This is an optimization exercise on Yosys and OpenROAD, whose aim is small area and a short achievable clock period, not a production implementation.
The RTL was checked by simulation tests, not by an equivalence proof against the original design.

Setup of run P:
// advanced_hybrid_controller_fixed
module advanced_hybrid_controller_fixed (
    input wire clk,
    input wire rst_n,
    input wire start,
    output reg done,
    output reg tile_start,
    input wire tile_done,
    output reg imc_mode,
    output wire simultaneous_rows,
    output wire [63:0] row_mask,
    input wire [15:0] zero_ops_skipped,
    input wire [15:0] total_ops_executed,
    input wire [15:0] imc_energy_savings,
    input wire [7:0] computation_snr,
    output reg dram_cmd_valid,
    output wire [1:0] dram_cmd_type,
    output wire [15:0] dram_cmd_addr,
    output wire [15:0] dram_write_data,
    output wire dram_accumulate_en,
    output wire [3:0] dram_bank_activate,
    output wire dram_simultaneous_access,
    output reg [1:0] precision_mode,
    output wire sparsity_optimize_en,
    output reg adaptive_imc_en,
    output wire [7:0] system_efficiency,
    output reg [15:0] total_energy_saved,
    output reg snr_too_low
);
export LEC_CHECK = 0
export ABC_AREA = 1
export CAP_MARGIN = 20
export CORE_MARGIN = 2
export CORE_UTILIZATION = 65
export SLEW_MARGIN = 20
create_clock -name core_clock -period 130.0 [get_ports {clk}]
run.sh (not shown) runs the stock make flow with config.mk's settings and CLKGATE_MAP_FILE= SYNTH_SCRIPT=/design/flow/synth_recipe.tcl, a recipe that flattens the netlist after the stock synthesis.
Modified inputs, run X compared to run P
-- flow/design.v --
<<< run P, line 60
    wire [16:0] div_d;
    wire [23:0] div_rem;
    wire [3:0] div_qh;
    hic_div_a u_div_a (.a(div_a), .b(div_b), .d(div_d), .rem(div_rem), .qh(div_qh));
    reg [16:0] p_d;
    reg [19:2] p_rem;
    reg [3:0] p_qh;
    reg p_nz;
    always @(posedge clk) begin
        p_d <= div_d;
        p_rem <= div_rem[19:2];
        p_qh <= div_qh;
        p_nz <= div_nz;
    end
    wire [2:0] div_ql;
    hic_div_b u_div_b (.d(p_d), .rem({4'd0, p_rem, 2'b00}), .ql(div_ql));
    wire [6:0] q = {p_qh, div_ql};
    reg show_new;
>>> run X, line 60
    wire [16:0] div_d;
    wire [23:0] div_rem;
    wire [2:0] div_qh;
    hic_div_a u_div_a (.a(div_a), .b(div_b), .d(div_d), .rem(div_rem), .qh(div_qh));
    reg [16:0] p_d;
    reg [20:2] p_rem;
    reg [2:0] p_qh;
    reg p_nz;
    always @(posedge clk) begin
        p_d <= div_d;
        p_rem <= div_rem[20:2];
        p_qh <= div_qh;
        p_nz <= div_nz;
    end
    wire [3:0] div_ql;
    hic_div_b u_div_b (.d(p_d), .rem({3'd0, p_rem, 2'b00}), .ql(div_ql));
    wire [6:0] q = {p_qh, div_ql};
    reg show_new;
<<< run P, line 184
module hic_div_a (input wire [15:0] a, input wire [15:0] b,
                  output wire [16:0] d, output wire [23:0] rem,
                  output wire [3:0] qh);
    assign d = {1'b0, a} + {1'b0, b};
    wire [23:0] r7 = {8'd0, a} * 24'd100;
>>> run X, line 184
module hic_div_a (input wire [15:0] a, input wire [15:0] b,
                  output wire [16:0] d, output wire [23:0] rem,
                  output wire [2:0] qh);
    assign d = {1'b0, a} + {1'b0, b};
    wire [23:0] r7 = {8'd0, a} * 24'd100;
<<< run P, line 264
    assign c6[17] = G6_4_16;
    assign c6[18] = G6_4_17;
    assign qh[3] = c6[18];
    wire [17:0] s6 = p6 ^ c6[17:0];
    wire [23:0] r6 = {(qh[3] ? s6 : x6), r7[5:0]};
    wire [17:0] x5 = r6[22:5];
    wire [17:0] y5 = {1'b0, d};
>>> run X, line 264
    assign c6[17] = G6_4_16;
    assign c6[18] = G6_4_17;
    assign qh[2] = c6[18];
    wire [17:0] s6 = p6 ^ c6[17:0];
    wire [23:0] r6 = {(qh[2] ? s6 : x6), r7[5:0]};
    wire [17:0] x5 = r6[22:5];
    wire [17:0] y5 = {1'b0, d};
<<< run P, line 344
    assign c5[17] = G5_4_16;
    assign c5[18] = G5_4_17;
    assign qh[2] = c5[18];
    wire [17:0] s5 = p5 ^ c5[17:0];
    wire [23:0] r5 = {r6[23:23], (qh[2] ? s5 : x5), r6[4:0]};
    wire [17:0] x4 = r5[21:4];
    wire [17:0] y4 = {1'b0, d};
>>> run X, line 344
    assign c5[17] = G5_4_16;
    assign c5[18] = G5_4_17;
    assign qh[1] = c5[18];
    wire [17:0] s5 = p5 ^ c5[17:0];
    wire [23:0] r5 = {r6[23:23], (qh[1] ? s5 : x5), r6[4:0]};
    wire [17:0] x4 = r5[21:4];
    wire [17:0] y4 = {1'b0, d};
<<< run P, line 424
    assign c4[17] = G4_4_16;
    assign c4[18] = G4_4_17;
    assign qh[1] = c4[18];
    wire [17:0] s4 = p4 ^ c4[17:0];
    wire [23:0] r4 = {r5[23:22], (qh[1] ? s4 : x4), r5[3:0]};
    wire [17:0] x3 = r4[20:3];
    wire [17:0] y3 = {1'b0, d};
>>> run X, line 424
    assign c4[17] = G4_4_16;
    assign c4[18] = G4_4_17;
    assign qh[0] = c4[18];
    wire [17:0] s4 = p4 ^ c4[17:0];
    wire [23:0] r4 = {r5[23:22], (qh[0] ? s4 : x4), r5[3:0]};
    assign rem = r4;
endmodule
module hic_div_b (input wire [16:0] d, input wire [23:0] rem,
                  output wire [3:0] ql);
    wire [23:0] r4 = rem;
    wire [17:0] x3 = r4[20:3];
    wire [17:0] y3 = {1'b0, d};
<<< run P, line 504
    assign c3[17] = G3_4_16;
    assign c3[18] = G3_4_17;
    assign qh[0] = c3[18];
    wire [17:0] s3 = p3 ^ c3[17:0];
    wire [23:0] r3 = {r4[23:21], (qh[0] ? s3 : x3), r4[2:0]};
    assign rem = r3;
endmodule
module hic_div_b (input wire [16:0] d, input wire [23:0] rem,
                  output wire [2:0] ql);
    wire [23:0] r3 = rem;
    wire [17:0] x2 = r3[19:2];
    wire [17:0] y2 = {1'b0, d};
>>> run X, line 509
    assign c3[17] = G3_4_16;
    assign c3[18] = G3_4_17;
    assign ql[3] = c3[18];
    wire [17:0] s3 = p3 ^ c3[17:0];
    wire [23:0] r3 = {r4[23:21], (ql[3] ? s3 : x3), r4[2:0]};
    wire [17:0] x2 = r3[19:2];
    wire [17:0] y2 = {1'b0, d};
Slew at the pin closest to its max-slew limit was lower in the run labelled run P. Area after synthesis delta (run X -> run P): insignificant. The run showing the greater number of DRC violations after detailed-routing iteration 0 is run X. Horizontal die dimension of run P is on par with run X. Run X and run P ended up with nearly the same core utilization of the finished layout. Against run P, run X comes in 0.02 ns lower on worst endpoint required time. NOTE: count of clock buffers in the final design in run X falls short of that of run P. Compared with run P, run X shows a higher synthesized cell count. Run X vs run P — share of the clock period used by the worst path after layout dropped 1.3 points.

========
Another version of the RTL of advanced_hybrid_controller_fixed (not shown whole).
For scale: ~200 I/O pins, roughly 14,000 um^2 of cells after synthesis.
==> module advanced_hybrid_controller_fixed, before the edit <==
module advanced_hybrid_controller_fixed (
    input wire clk,
    input wire rst_n,
    input wire start,
    output wire done,
    output reg tile_start,
    input wire tile_done,
    output reg imc_mode,
    output wire simultaneous_rows,
    output wire [63:0] row_mask,
    input wire [15:0] zero_ops_skipped,
    input wire [15:0] total_ops_executed,
    input wire [15:0] imc_energy_savings,
    input wire [7:0] computation_snr,
    output wire dram_cmd_valid,
    output wire [1:0] dram_cmd_type,
    output wire [15:0] dram_cmd_addr,
    output wire [15:0] dram_write_data,
    output wire dram_accumulate_en,
    output wire [3:0] dram_bank_activate,
    output wire dram_simultaneous_access,
    output reg [1:0] precision_mode,
    output wire sparsity_optimize_en,
    output reg adaptive_imc_en,
    output wire [7:0] system_efficiency,
    output reg [15:0] total_energy_saved,
    output reg snr_too_low
);
    localparam SNR_THRESHOLD_LOW = 40;
    localparam SNR_THRESHOLD_HIGH = 80;
    localparam [2:0] S_IDLE    = 3'b000,
                     S_LOAD    = 3'b001,
                     S_ANALYZE = 3'b011,
                     S_COMPUTE = 3'b010,
                     S_STORE   = 3'b110,
                     S_ADAPT   = 3'b111,
                     S_DONE0   = 3'b101,    
                     S_DONE    = 3'b100;
    reg [2:0] state;
    reg [3:0] cycle_count;
    reg [15:0] total_skipped;
    reg [15:0] total_executed;
    reg [6:0] average_snr;       
    reg start_prev;
    reg rows_hi, rows_lo;
    reg cmd_type0, acc_en;
    reg [6:0] eff;
    assign done = (state == S_DONE);
    assign simultaneous_rows = rows_hi;
    assign row_mask = {{32{rows_hi}}, {32{rows_lo}}};
    assign dram_cmd_type = {1'b0, cmd_type0};
    assign dram_cmd_addr = 16'd0;
    assign dram_write_data = 16'd0;
    assign dram_accumulate_en = acc_en;
    assign dram_simultaneous_access = acc_en;
    assign dram_cmd_valid = ((state == S_ANALYZE) & ~cmd_type0) | (state == S_ADAPT);
    assign dram_bank_activate = {4{acc_en | state[2] | state[1]}};
    assign sparsity_optimize_en = 1'b1;
    wire in_compute = (state == S_COMPUTE);
    wire [15:0] div_a = in_compute ? zero_ops_skipped : total_skipped;
    wire [15:0] div_b = in_compute ? total_ops_executed : total_executed;
    wire div_nz = (|div_a) | (|div_b);
    wire [16:0] div_d;
    wire [23:0] div_rem;
    wire [2:0] div_qh;
    hic_div_a u_div_a (.a(div_a), .b(div_b), .d(div_d), .rem(div_rem), .qh(div_qh));
    reg [16:0] p_d;
    reg [20:2] p_rem;
    reg [2:0] p_qh;
    reg p_nz;
    always @(posedge clk) begin
        p_d <= div_d;
        p_rem <= div_rem[20:2];
        p_qh <= div_qh;
        p_nz <= div_nz;
    end
    wire [3:0] div_ql;
    hic_div_b u_div_b (.d(p_d), .rem({3'd0, p_rem, 2'b00}), .ql(div_ql));
    wire [6:0] q = {p_qh, div_ql};
    reg show_new;
    assign system_efficiency = {1'b0, show_new ? q : eff};
    wire ratio_gt60 = p_nz & (q > 7'd60);
    wire ratio_gt30 = p_nz & (q > 7'd30);
    function [15:0] radd16;
        input [15:0] x;
        input [15:0] y;
        integer k;
        reg c;
        begin
            c = 1'b0;
            for (k = 0; k < 16; k = k + 1) begin
                radd16[k] = x[k] ^ y[k] ^ c;
                c = (x[k] & y[k]) | (c & (x[k] ^ y[k]));
            end
        end
    endfunction
    function [7:0] radd8;
        input [7:0] x;
        input [7:0] y;
        integer k;
        reg c;
        begin
            c = 1'b0;
            for (k = 0; k < 8; k = k + 1) begin
                radd8[k] = x[k] ^ y[k] ^ c;
                c = (x[k] & y[k]) | (c & (x[k] ^ y[k]));
            end
        end
    endfunction
    wire [7:0] snr_sum = radd8({1'b0, average_snr}, computation_snr);
    always @(posedge clk) begin
        if (state == S_IDLE) begin
            cycle_count <= 0;
            total_skipped <= 0;
            total_executed <= 0;
            average_snr <= 100;
        end
        if (in_compute && tile_done) begin
            total_skipped <= radd16(total_skipped, zero_ops_skipped);
            total_executed <= radd16(total_executed, total_ops_executed);
            if (imc_mode) average_snr <= snr_sum[7:1];
        end
        if (state == S_ADAPT) cycle_count <= cycle_count + 1;
    end
    always @(posedge clk or negedge rst_n) begin
        if (!rst_n) begin
            state <= S_IDLE;
            precision_mode <= 2'b10;
            adaptive_imc_en <= 1;
            total_energy_saved <= 0;
            eff <= 0;
            show_new <= 0;
            snr_too_low <= 0;
            start_prev <= 0;
            tile_start <= 0;
            imc_mode <= 0;
            rows_hi <= 0;
            rows_lo <= 0;
            cmd_type0 <= 0;
            acc_en <= 0;
        end else begin
            start_prev <= start;
            show_new <= in_compute & tile_done & div_nz;
            if (show_new) eff <= q;
            tile_start <= 0;
            case (state)
                S_IDLE: begin
                    if (start) state <= S_LOAD;
                end
                S_LOAD: begin
                    cmd_type0 <= 0;
                    state <= S_ANALYZE;
                end
                S_ANALYZE: begin
                    if (adaptive_imc_en) begin
                        if (ratio_gt60 && average_snr > SNR_THRESHOLD_LOW) begin
                            imc_mode <= 1;
                            rows_hi <= 1;
                            rows_lo <= 1;
                        end else if (ratio_gt30 && average_snr > SNR_THRESHOLD_HIGH) begin
                            imc_mode <= 1;
                            rows_hi <= 0;
                            rows_lo <= 1;
                        end else begin
                            imc_mode <= 0;
                        end
                    end else begin
                        imc_mode <= 1;
                    end
                    tile_start <= 1;
                    state <= S_COMPUTE;
                end
                S_COMPUTE: begin
                    if (tile_done) begin
                        if (imc_mode) begin
                            total_energy_saved <= radd16(total_energy_saved, imc_energy_savings);
                            snr_too_low <= (computation_snr < SNR_THRESHOLD_LOW);
                        end
                        state <= S_STORE;
                    end
                end
                S_STORE: begin
                    cmd_type0 <= 1;
                    acc_en <= 1;
                    state <= S_ADAPT;
                end
                S_ADAPT: begin
                    if (snr_too_low) begin
                        if (precision_mode != 0)
                            precision_mode <= precision_mode - 1;
                        else
                            adaptive_imc_en <= 0;
                    end
                    if (cycle_count > 10) state <= S_DONE0;
                    else state <= S_ANALYZE;
                end
                S_DONE0, S_DONE: begin
                    if (!start && start_prev) state <= S_IDLE;
                    else state <= S_DONE;
                end
                default: state <= S_IDLE;
            endcase
        end
    end
endmodule
clock: 130.0 ns
lec_check: 0
abc_area: 1
cap_margin: 20
core_margin: 2
core_utilization: 80
cts_buf_list: sky130_fd_sc_hd__clkbuf_8
slew_margin: 20
standard.sh (not shown) runs the stock make flow with config.mk's settings and CLKGATE_MAP_FILE= SYNTH_SCRIPT=/design/flow/synth_recipe.tcl, a recipe that flattens the netlist after the stock synthesis.
==> flow/flow/run.sh <==
#!/bin/bash
# The standard layout, with three changes:
#  - the port buffers are made from the smallest plain buffer
#    (sky130_fd_sc_hd__buf_1) instead of the delay cell buffer_ports picks on
#    its own; every input and output port still gets its buffer;
#  - the constant outputs share synthesis's single tie cell of each kind
#    instead of getting one tie cell each;
#  - clock tree synthesis adds no dummy loads (the tree is otherwise the
#    standard one: same clustering, clkbuf_8 buffers from config.mk).
set -euo pipefail
export BUFFER_PORTS_ARGS="-buffer_cell sky130_fd_sc_hd__buf_1"
export SKIP_REPAIR_TIE_FANOUT=1
export CTS_ARGS="-sink_clustering_enable -repair_clock_nets -dont_use_dummy_load -buf_list sky130_fd_sc_hd__clkbuf_8"
bash standard.sh > standard_flow.log 2>&1
The starting point ran to the end with no violations.
Next try:
--- a/flow/design.v
+++ b/flow/design.v
@@ -11,9 +11,9 @@
     input wire [15:0] zero_ops_skipped,
     input wire [15:0] total_ops_executed,
     input wire [15:0] imc_energy_savings,
     input wire [7:0] computation_snr,
-    output wire dram_cmd_valid,
+    output reg dram_cmd_valid,
     output wire [1:0] dram_cmd_type,
     output wire [15:0] dram_cmd_addr,
     output wire [15:0] dram_write_data,
     output wire dram_accumulate_en,
@@ -42,9 +42,9 @@
     reg [15:0] total_executed;
     reg [6:0] average_snr;       
     reg start_prev;
     reg rows_hi, rows_lo;
-    reg cmd_type0, acc_en;
+    reg cmd_type0, bank_act, acc_en;
     reg [6:0] eff;
     assign done = (state == S_DONE);
     assign simultaneous_rows = rows_hi;
     assign row_mask = {{32{rows_hi}}, {32{rows_lo}}};
@@ -52,10 +52,9 @@
     assign dram_cmd_addr = 16'd0;
     assign dram_write_data = 16'd0;
     assign dram_accumulate_en = acc_en;
     assign dram_simultaneous_access = acc_en;
-    assign dram_cmd_valid = ((state == S_ANALYZE) & ~cmd_type0) | (state == S_ADAPT);
-    assign dram_bank_activate = {4{acc_en | state[2] | state[1]}};
+    assign dram_bank_activate = {4{bank_act}};
     assign sparsity_optimize_en = 1'b1;
     wire in_compute = (state == S_COMPUTE);
     wire [15:0] div_a = in_compute ? zero_ops_skipped : total_skipped;
     wire [15:0] div_b = in_compute ? total_ops_executed : total_executed;
@@ -135,21 +134,26 @@
             tile_start <= 0;
             imc_mode <= 0;
             rows_hi <= 0;
             rows_lo <= 0;
+            dram_cmd_valid <= 0;
             cmd_type0 <= 0;
+            bank_act <= 0;
             acc_en <= 0;
         end else begin
             start_prev <= start;
             show_new <= in_compute & tile_done & div_nz;
             if (show_new) eff <= q;
             tile_start <= 0;
+            dram_cmd_valid <= 0;
             case (state)
                 S_IDLE: begin
                     if (start) state <= S_LOAD;
                 end
                 S_LOAD: begin
+                    dram_cmd_valid <= 1;
                     cmd_type0 <= 0;
+                    bank_act <= 1;
                     state <= S_ANALYZE;
                 end
                 S_ANALYZE: begin
                     if (adaptive_imc_en) begin
@@ -179,10 +183,12 @@
                         state <= S_STORE;
                     end
                 end
                 S_STORE: begin
+                    dram_cmd_valid <= 1;
                     cmd_type0 <= 1;
                     acc_en <= 1;
+                    bank_act <= 1;
                     state <= S_ADAPT;
                 end
                 S_ADAPT: begin
                     if (snr_too_low) begin
Outcome:
- final cell count came out lower by 1.1%
- hold slack degrades by 0.025 ns
- final area came out higher by 0.41%
- non-clock buffer count is unchanged
- die area came out higher by 0.32%
- global-route usage came out lower by 1.1 points
- area after synthesis came out higher by 0.33%

## afterwards: timing with drivers on the ports
The results above use ideal ports. As a check the final layouts listed here were re-extracted and re-timed, cells and wires unchanged.
Step 1 sets driving cells, clkbuf_16 on the clock port and buf_2 on the other inputs (assumed; they add their load-dependent delay and slew).
Step 2 also shifts input and output timing later by t, the mid clock arrival at the registers, as if the neighbouring blocks saw the same clock.
a / b / c = no drivers / after step 1 / after step 2; a / b = the first two.
run | t (ns) | setup slack, ns | slew at the worst register clock pin (ns) | pins driven straight from the clock port
run P | 0.467 | 90.638 / 90.663 / 90.196 | 0.06 / 0.06 | 1
run X | 0.465 | 92.353 / 92.345 / 91.880 | 0.07 / 0.07 | 1
the first run of note 2 | 0.493 | 93.971 / 93.925 / 94.418 | 0.09 / 0.09 | 1
the second run of note 2 | 0.472 | 95.038 / 94.996 / 95.078 | 0.09 / 0.09 | 1
After both steps every run listed still meets setup and hold. The setup slack of run X, which loses most, moves by -0.008 ns with the drivers and by -0.473 ns with both steps.
